This design comes from an exercise in tuning for small area, a short achievable clock period and few clock cycles per item on the open sky130 flow, not from production work. RTL that was checked went through simulation tests only; none was proved equivalent to the original. No activity file was given, so power comes from the tool's default toggle rates.

==> module axi_stream_insert_header, before the edit <==
module axi_stream_insert_header#(
		parameter 					DATA_WD=128,
		parameter 					DATA_BYTE_WD=DATA_WD/8,
		parameter 					BYTE_CNT_WD=$clog2(DATA_BYTE_WD)
    )(
		input clk,
		input rst_n,
		input 						valid_in,
		input [DATA_WD-1:0] 		data_in,
		input [DATA_BYTE_WD-1:0] 	keep_in,
		input 						las_in,
		output 						ready_in,
		output						valid_out,
		output [DATA_WD-1:0] 		data_out,
		output [DATA_BYTE_WD-1:0] 	keep_out,
		output						last_out,
		input						ready_out,
		input 						valid_insert,
		input [DATA_WD-1:0]			data_insert,
		input [DATA_BYTE_WD-1:0]	keep_insert,
		input [BYTE_CNT_WD:0]		byte_insert_cnt,
		output						ready_insert
	);
	reg							body;		 
	reg							tail;		 
	reg [DATA_WD-1:0]			prev;		 
	reg [BYTE_CNT_WD-1:0]		t;			 
	wire split		=	las_in & keep_in[~t];
	wire in_go		=	body & valid_in & ready_out;
	wire pkt_end	=	ready_out & (tail | (body & valid_in & las_in & ~split));
	assign valid_out	=	tail | (body & valid_in);
	assign ready_in		=	ready_out & (tail | (body & ~split));
	assign ready_insert	=	~(body | tail) | pkt_end;
	assign last_out		=	tail | (las_in & ~split);
	wire [2*DATA_WD-1:0]		s0	=	{prev, data_in};
	wire [2*DATA_WD-1:0]		s1	=	t[3] ? {s0[2*DATA_WD-65:0], 64'b0} : s0;
	wire [2*DATA_WD-1:0]		s2	=	t[2] ? {s1[2*DATA_WD-33:0], 32'b0} : s1;
	wire [2*DATA_WD-1:0]		s3	=	t[1] ? {s2[2*DATA_WD-17:0], 16'b0} : s2;
	wire [2*DATA_WD-1:0]		s4	=	t[0] ? {s3[2*DATA_WD-9:0], 8'b0} : s3;
	assign data_out		=	s4[2*DATA_WD-1:DATA_WD];
	wire [2*DATA_BYTE_WD-1:0]	ksh	=	(tail ? {keep_in, {DATA_BYTE_WD{1'b0}}}
											  : {{DATA_BYTE_WD{1'b1}}, keep_in}) << t;
	assign keep_out		=	ksh[2*DATA_BYTE_WD-1:DATA_BYTE_WD];
	wire hdr_go		=	valid_insert & ready_insert;
	always @(posedge clk) begin
		if (!rst_n) begin
			body	<= 1'b0;
			tail	<= 1'b0;
		end
		else if (hdr_go) begin
			body	<= 1'b1;
			tail	<= 1'b0;
		end
		else if (pkt_end) begin
			body	<= 1'b0;
			tail	<= 1'b0;
		end
		else if (in_go & split) begin
			body	<= 1'b0;
			tail	<= 1'b1;
		end
	end
	always @(posedge clk) begin
		if (hdr_go) begin
			prev	<= data_insert;
			t		<= DATA_BYTE_WD - byte_insert_cnt;
		end
		else if (in_go)
			prev	<= data_in;
	end
endmodule
Settings: LEC_CHECK=0, CAP_MARGIN=20, CORE_AREA=5 5 195 195, DIE_AREA=0 0 200 200, SETUP_SLACK_MARGIN=2.0, SLEW_MARGIN=20; clock period 5.5 ns.
run.sh (not shown) runs the stock make flow with config.mk's settings and CLKGATE_MAP_FILE= SYNTH_SCRIPT=/design/flow/synth_recipe.tcl, a recipe that flattens the netlist after the stock synthesis.
Rerun with:
--- a/flow/design.v
+++ b/flow/design.v
@@ -27,4 +27,5 @@
 	reg [DATA_WD-1:0]			prev;		 
 	reg [BYTE_CNT_WD-1:0]		t;			 
+	reg [BYTE_CNT_WD-1:0]		tn;			 
 	wire split		=	las_in & keep_in[~t];
 	wire in_go		=	body & valid_in & ready_out;
@@ -35,12 +36,15 @@
 	assign last_out		=	tail | (las_in & ~split);
 	wire [2*DATA_WD-1:0]		s0	=	{prev, data_in};
-	wire [2*DATA_WD-1:0]		s1	=	t[3] ? {s0[2*DATA_WD-65:0], 64'b0} : s0;
-	wire [2*DATA_WD-1:0]		s2	=	t[2] ? {s1[2*DATA_WD-33:0], 32'b0} : s1;
-	wire [2*DATA_WD-1:0]		s3	=	t[1] ? {s2[2*DATA_WD-17:0], 16'b0} : s2;
-	wire [2*DATA_WD-1:0]		s4	=	t[0] ? {s3[2*DATA_WD-9:0], 8'b0} : s3;
+	wire [2*DATA_WD-1:0]		s1	=	({s0[2*DATA_WD-65:0], 64'b0} & {2*DATA_WD{t[3]}}) | (s0 & {2*DATA_WD{tn[3]}});
+	wire [2*DATA_WD-1:0]		s2	=	({s1[2*DATA_WD-33:0], 32'b0} & {2*DATA_WD{t[2]}}) | (s1 & {2*DATA_WD{tn[2]}});
+	wire [2*DATA_WD-1:0]		s3	=	({s2[2*DATA_WD-17:0], 16'b0} & {2*DATA_WD{t[1]}}) | (s2 & {2*DATA_WD{tn[1]}});
+	wire [2*DATA_WD-1:0]		s4	=	({s3[2*DATA_WD-9:0],   8'b0} & {2*DATA_WD{t[0]}}) | (s3 & {2*DATA_WD{tn[0]}});
 	assign data_out		=	s4[2*DATA_WD-1:DATA_WD];
-	wire [2*DATA_BYTE_WD-1:0]	ksh	=	(tail ? {keep_in, {DATA_BYTE_WD{1'b0}}}
-											  : {{DATA_BYTE_WD{1'b1}}, keep_in}) << t;
-	assign keep_out		=	ksh[2*DATA_BYTE_WD-1:DATA_BYTE_WD];
+	wire [2*DATA_BYTE_WD-1:0]	k0	=	tail ? {keep_in, {DATA_BYTE_WD{1'b0}}} : {{DATA_BYTE_WD{1'b1}}, keep_in};
+	wire [2*DATA_BYTE_WD-1:0]	k1	=	({k0[2*DATA_BYTE_WD-9:0], 8'b0} & {2*DATA_BYTE_WD{t[3]}}) | (k0 & {2*DATA_BYTE_WD{tn[3]}});
+	wire [2*DATA_BYTE_WD-1:0]	k2	=	({k1[2*DATA_BYTE_WD-5:0], 4'b0} & {2*DATA_BYTE_WD{t[2]}}) | (k1 & {2*DATA_BYTE_WD{tn[2]}});
+	wire [2*DATA_BYTE_WD-1:0]	k3	=	({k2[2*DATA_BYTE_WD-3:0], 2'b0} & {2*DATA_BYTE_WD{t[1]}}) | (k2 & {2*DATA_BYTE_WD{tn[1]}});
+	wire [2*DATA_BYTE_WD-1:0]	k4	=	({k3[2*DATA_BYTE_WD-2:0], 1'b0} & {2*DATA_BYTE_WD{t[0]}}) | (k3 & {2*DATA_BYTE_WD{tn[0]}});
+	assign keep_out		=	k4[2*DATA_BYTE_WD-1:DATA_BYTE_WD];
 	wire hdr_go		=	valid_insert & ready_insert;
 	always @(posedge clk) begin
@@ -66,4 +70,5 @@
 			prev	<= data_insert;
 			t		<= DATA_BYTE_WD - byte_insert_cnt;
+			tn		<= byte_insert_cnt - 1'b1;
 		end
 		else if (in_go)
Count of clock-buffer cells in the layout increases by 3. Design area decreases by roughly a tenth. Die area is unchanged. Worst setup slack got worse by 0.042 ns. Routed wire length increases by about a fifth. Power decreases by a few percent. Global-route usage increases by 5.6 points. Register-to-register slack is about the same.
Function was not checked in any run of this note: the RTL went through the layout flow alone.

The RTL this note starts from:
==> flow/design.v <==
`timescale 1ns / 1ps
module axi_stream_insert_header#(
		parameter 					DATA_WD=128,
		parameter 					DATA_BYTE_WD=DATA_WD/8,
		parameter 					BYTE_CNT_WD=$clog2(DATA_BYTE_WD)
    )(
		input clk,
		input rst_n,
		input 						valid_in,
		input [DATA_WD-1:0] 		data_in,
		input [DATA_BYTE_WD-1:0] 	keep_in,
		input 						las_in,
		output 						ready_in,
		output						valid_out,
		output [DATA_WD-1:0] 		data_out,
		output [DATA_BYTE_WD-1:0] 	keep_out,
		output						last_out,
		input						ready_out,
		input 						valid_insert,
		input [DATA_WD-1:0]			data_insert,
		input [DATA_BYTE_WD-1:0]	keep_insert,
		input [BYTE_CNT_WD:0]		byte_insert_cnt,
		output						ready_insert
	);
	localparam W  = 2*DATA_WD;			 
	localparam KW = 2*DATA_BYTE_WD;		 
	reg							body;		 
	reg							tail;		 
	reg [DATA_WD-1:0]			prev;		 
	reg [3:0]					sa, sa2;	 
	reg [3:0]					sb, sb2;	 
	wire [BYTE_CNT_WD-1:0]		t_new	=	DATA_BYTE_WD - byte_insert_cnt;
	wire [3:0]					kg;
	genvar gi;
	generate for (gi = 0; gi < 4; gi = gi + 1) begin : g_kg
		assign kg[gi] = (sa[0] & keep_in[15-gi]) | (sa[1] & keep_in[11-gi])
					  | (sa[2] & keep_in[7-gi])  | (sa[3] & keep_in[3-gi]);
	end endgenerate
	wire split		=	las_in & |(sb & kg);
	wire in_go		=	body & valid_in & ready_out;
	wire pkt_end	=	ready_out & (tail | (body & valid_in & las_in & ~split));
	assign valid_out	=	tail | (body & valid_in);
	assign ready_in		=	ready_out & (tail | (body & ~split));
	assign ready_insert	=	~(body | tail) | pkt_end;
	assign last_out		=	tail | (las_in & ~split);
	wire [W-1:0]				d0	=	{prev, data_in};
	wire [W-1:0]				sa0	=	{{76{sa[0]}}, {W-76{sa2[0]}}};
	wire [W-1:0]				sa1	=	{{76{sa[1]}}, {W-76{sa2[1]}}};
	wire [W-1:0]				sa2_=	{{76{sa[2]}}, {W-76{sa2[2]}}};
	wire [W-1:0]				sa3	=	{{76{sa[3]}}, {W-76{sa2[3]}}};
	wire [W-1:0]				sb0	=	{{64{sb[0]}}, {W-64{sb2[0]}}};
	wire [W-1:0]				sb1	=	{{64{sb[1]}}, {W-64{sb2[1]}}};
	wire [W-1:0]				sb2_=	{{64{sb[2]}}, {W-64{sb2[2]}}};
	wire [W-1:0]				sb3	=	{{64{sb[3]}}, {W-64{sb2[3]}}};
	wire [W-1:0]				d1	=	(d0 & sa0) | ({d0[W-33:0], 32'b0} & sa1)
									  | ({d0[W-65:0], 64'b0} & sa2_) | ({d0[W-97:0], 96'b0} & sa3);
	wire [W-1:0]				d2	=	(d1 & sb0) | ({d1[W-9:0], 8'b0} & sb1)
									  | ({d1[W-17:0], 16'b0} & sb2_) | ({d1[W-25:0], 24'b0} & sb3);
	assign data_out		=	d2[W-1:DATA_WD];
	wire [KW-1:0]				k0	=	{keep_in | {DATA_BYTE_WD{~tail}}, keep_in & {DATA_BYTE_WD{~tail}}};
	wire [KW-1:0]				k1	=	(k0 & {KW{sa[0]}}) | ({k0[KW-5:0], 4'b0} & {KW{sa[1]}})
									  | ({k0[KW-9:0], 8'b0} & {KW{sa[2]}}) | ({k0[KW-13:0], 12'b0} & {KW{sa[3]}});
	wire [KW-1:0]				k2	=	(k1 & {KW{sb[0]}}) | ({k1[KW-2:0], 1'b0} & {KW{sb[1]}})
									  | ({k1[KW-3:0], 2'b0} & {KW{sb[2]}}) | ({k1[KW-4:0], 3'b0} & {KW{sb[3]}});
	assign keep_out		=	k2[KW-1:DATA_BYTE_WD];
	wire hdr_go		=	valid_insert & ready_insert;
	always @(posedge clk) begin
		if (!rst_n) begin
			body	<= 1'b0;
			tail	<= 1'b0;
		end
		else if (hdr_go) begin
			body	<= 1'b1;
			tail	<= 1'b0;
		end
		else if (pkt_end) begin
			body	<= 1'b0;
			tail	<= 1'b0;
		end
		else if (in_go & split) begin
			body	<= 1'b0;
			tail	<= 1'b1;
		end
	end
	wire take_hdr	=	~body | (las_in & ~split);
	always @(posedge clk) begin
		if (hdr_go | in_go)
			prev	<= take_hdr ? data_insert : data_in;
		if (hdr_go) begin
			sa		<= 4'b0001 << t_new[3:2];
			sb		<= 4'b0001 << t_new[1:0];
		end
	end
	always @(posedge clk) begin
		if (!rst_n) begin
			sa2		<= 4'b0000;
			sb2		<= 4'b0000;
		end
		else if (hdr_go) begin
			sa2		<= 4'b0001 << t_new[3:2];
			sb2		<= 4'b0001 << t_new[1:0];
		end
	end
endmodule
clock: 5.5 ns
lec_check: 0
cap_margin: 20
core_area: 5 5 195 195
die_area: 0 0 200 200
setup_slack_margin: 1.0
slew_margin: 20
standard.sh (not shown) runs the stock make flow with config.mk's settings and CLKGATE_MAP_FILE= SYNTH_SCRIPT=/design/flow/synth_recipe.tcl, a recipe that flattens the netlist after the stock synthesis.
==> flow/flow/run.sh <==
#!/bin/bash
# Standard layout, with the port buffers made of the smallest buffer cell
# (the timing repair may still resize them).
set -euo pipefail
export BUFFER_PORTS_ARGS="-buffer_cell sky130_fd_sc_hd__buf_1"
bash standard.sh > standard.log 2>&1
Edit:
--- a/flow/design.v
+++ b/flow/design.v
@@ -27,8 +27,8 @@
 	reg							body;		 
 	reg							tail;		 
 	reg [DATA_WD-1:0]			prev;		 
-	reg [3:0]					sa, sa2;	 
-	reg [3:0]					sb, sb2;	 
+	reg [3:0]					sa;			 
+	reg [3:0]					sb;			 
 	wire [BYTE_CNT_WD-1:0]		t_new	=	DATA_BYTE_WD - byte_insert_cnt;
 	wire [3:0]					kg;
 	genvar gi;
@@ -44,18 +44,10 @@
 	assign ready_insert	=	~(body | tail) | pkt_end;
 	assign last_out		=	tail | (las_in & ~split);
 	wire [W-1:0]				d0	=	{prev, data_in};
-	wire [W-1:0]				sa0	=	{{76{sa[0]}}, {W-76{sa2[0]}}};
-	wire [W-1:0]				sa1	=	{{76{sa[1]}}, {W-76{sa2[1]}}};
-	wire [W-1:0]				sa2_=	{{76{sa[2]}}, {W-76{sa2[2]}}};
-	wire [W-1:0]				sa3	=	{{76{sa[3]}}, {W-76{sa2[3]}}};
-	wire [W-1:0]				sb0	=	{{64{sb[0]}}, {W-64{sb2[0]}}};
-	wire [W-1:0]				sb1	=	{{64{sb[1]}}, {W-64{sb2[1]}}};
-	wire [W-1:0]				sb2_=	{{64{sb[2]}}, {W-64{sb2[2]}}};
-	wire [W-1:0]				sb3	=	{{64{sb[3]}}, {W-64{sb2[3]}}};
-	wire [W-1:0]				d1	=	(d0 & sa0) | ({d0[W-33:0], 32'b0} & sa1)
-									  | ({d0[W-65:0], 64'b0} & sa2_) | ({d0[W-97:0], 96'b0} & sa3);
-	wire [W-1:0]				d2	=	(d1 & sb0) | ({d1[W-9:0], 8'b0} & sb1)
-									  | ({d1[W-17:0], 16'b0} & sb2_) | ({d1[W-25:0], 24'b0} & sb3);
+	wire [W-1:0]				d1	=	(d0 & {W{sa[0]}}) | ({d0[W-33:0], 32'b0} & {W{sa[1]}})
+									  | ({d0[W-65:0], 64'b0} & {W{sa[2]}}) | ({d0[W-97:0], 96'b0} & {W{sa[3]}});
+	wire [W-1:0]				d2	=	(d1 & {W{sb[0]}}) | ({d1[W-9:0], 8'b0} & {W{sb[1]}})
+									  | ({d1[W-17:0], 16'b0} & {W{sb[2]}}) | ({d1[W-25:0], 24'b0} & {W{sb[3]}});
 	assign data_out		=	d2[W-1:DATA_WD];
 	wire [KW-1:0]				k0	=	{keep_in | {DATA_BYTE_WD{~tail}}, keep_in & {DATA_BYTE_WD{~tail}}};
 	wire [KW-1:0]				k1	=	(k0 & {KW{sa[0]}}) | ({k0[KW-5:0], 4'b0} & {KW{sa[1]}})
@@ -91,14 +83,4 @@
 			sb		<= 4'b0001 << t_new[1:0];
 		end
 	end
-	always @(posedge clk) begin
-		if (!rst_n) begin
-			sa2		<= 4'b0000;
-			sb2		<= 4'b0000;
-		end
-		else if (hdr_go) begin
-			sa2		<= 4'b0001 << t_new[3:2];
-			sb2		<= 4'b0001 << t_new[1:0];
-		end
-	end
 endmodule
After rerunning:
- global-route usage falls by 3.5 points
- die area stays the same
- area after synthesis falls by 2.4%
- count of clock-buffer cells in the layout rises by 2
- setup slack gains 0.068 ns
- final cell count falls by 2.0%
- clock skew falls by 0.0037 ns
- total power rises by about 1.6%
- via count falls by 6.5%
- wire length falls by 13%
- first-iteration DRC count falls by about 35%
Testbench counts after the change, summed over its fixed seeds: cycles 24,851, bytes 373,248.
Only the layout flow was run in the first run of this note; the RTL was not checked for function there.

==> static timing again, ports no longer ideal <==
The flow's constraints put no driver on any port. The routed layouts listed below were extracted and timed again, unchanged, in two steps.
Step 1 assumes that a clkbuf_16 drives the clock port and a buf_2 every other input.
Step 2, shift: input delay + t, output delay - t, t = (earliest + latest rising clock arrival at the registers) / 2. This alone moves slack from input paths to output paths.
Three values: ideal, step 1, step 2; two values: the first two.
run | t (ns) | setup slack, ns | worst hold slack (ns) | worst register clock-pin slew, ns
the first run of note 1 | 0.487 | 1.708 / 1.652 / 1.510 | 0.547 / 0.547 / 0.547 | 0.06 / 0.06
the second run of note 1 | 0.504 | 1.665 / 1.609 / 1.312 | 0.669 / 0.669 / 0.669 | 0.07 / 0.07
the first run of note 2 | 0.490 | 1.293 / 1.246 / 1.455 | 0.552 / 0.552 / 0.552 | 0.07 / 0.07
the second run of note 2 | 0.508 | 1.361 / 1.307 / 1.814 | 0.744 / 0.744 / 0.744 | 0.07 / 0.07
After both steps setup and hold are still met in every run listed. The setup slack of the second run of note 1, which loses most, moves by -0.056 ns with the drivers and by -0.353 ns with both steps.
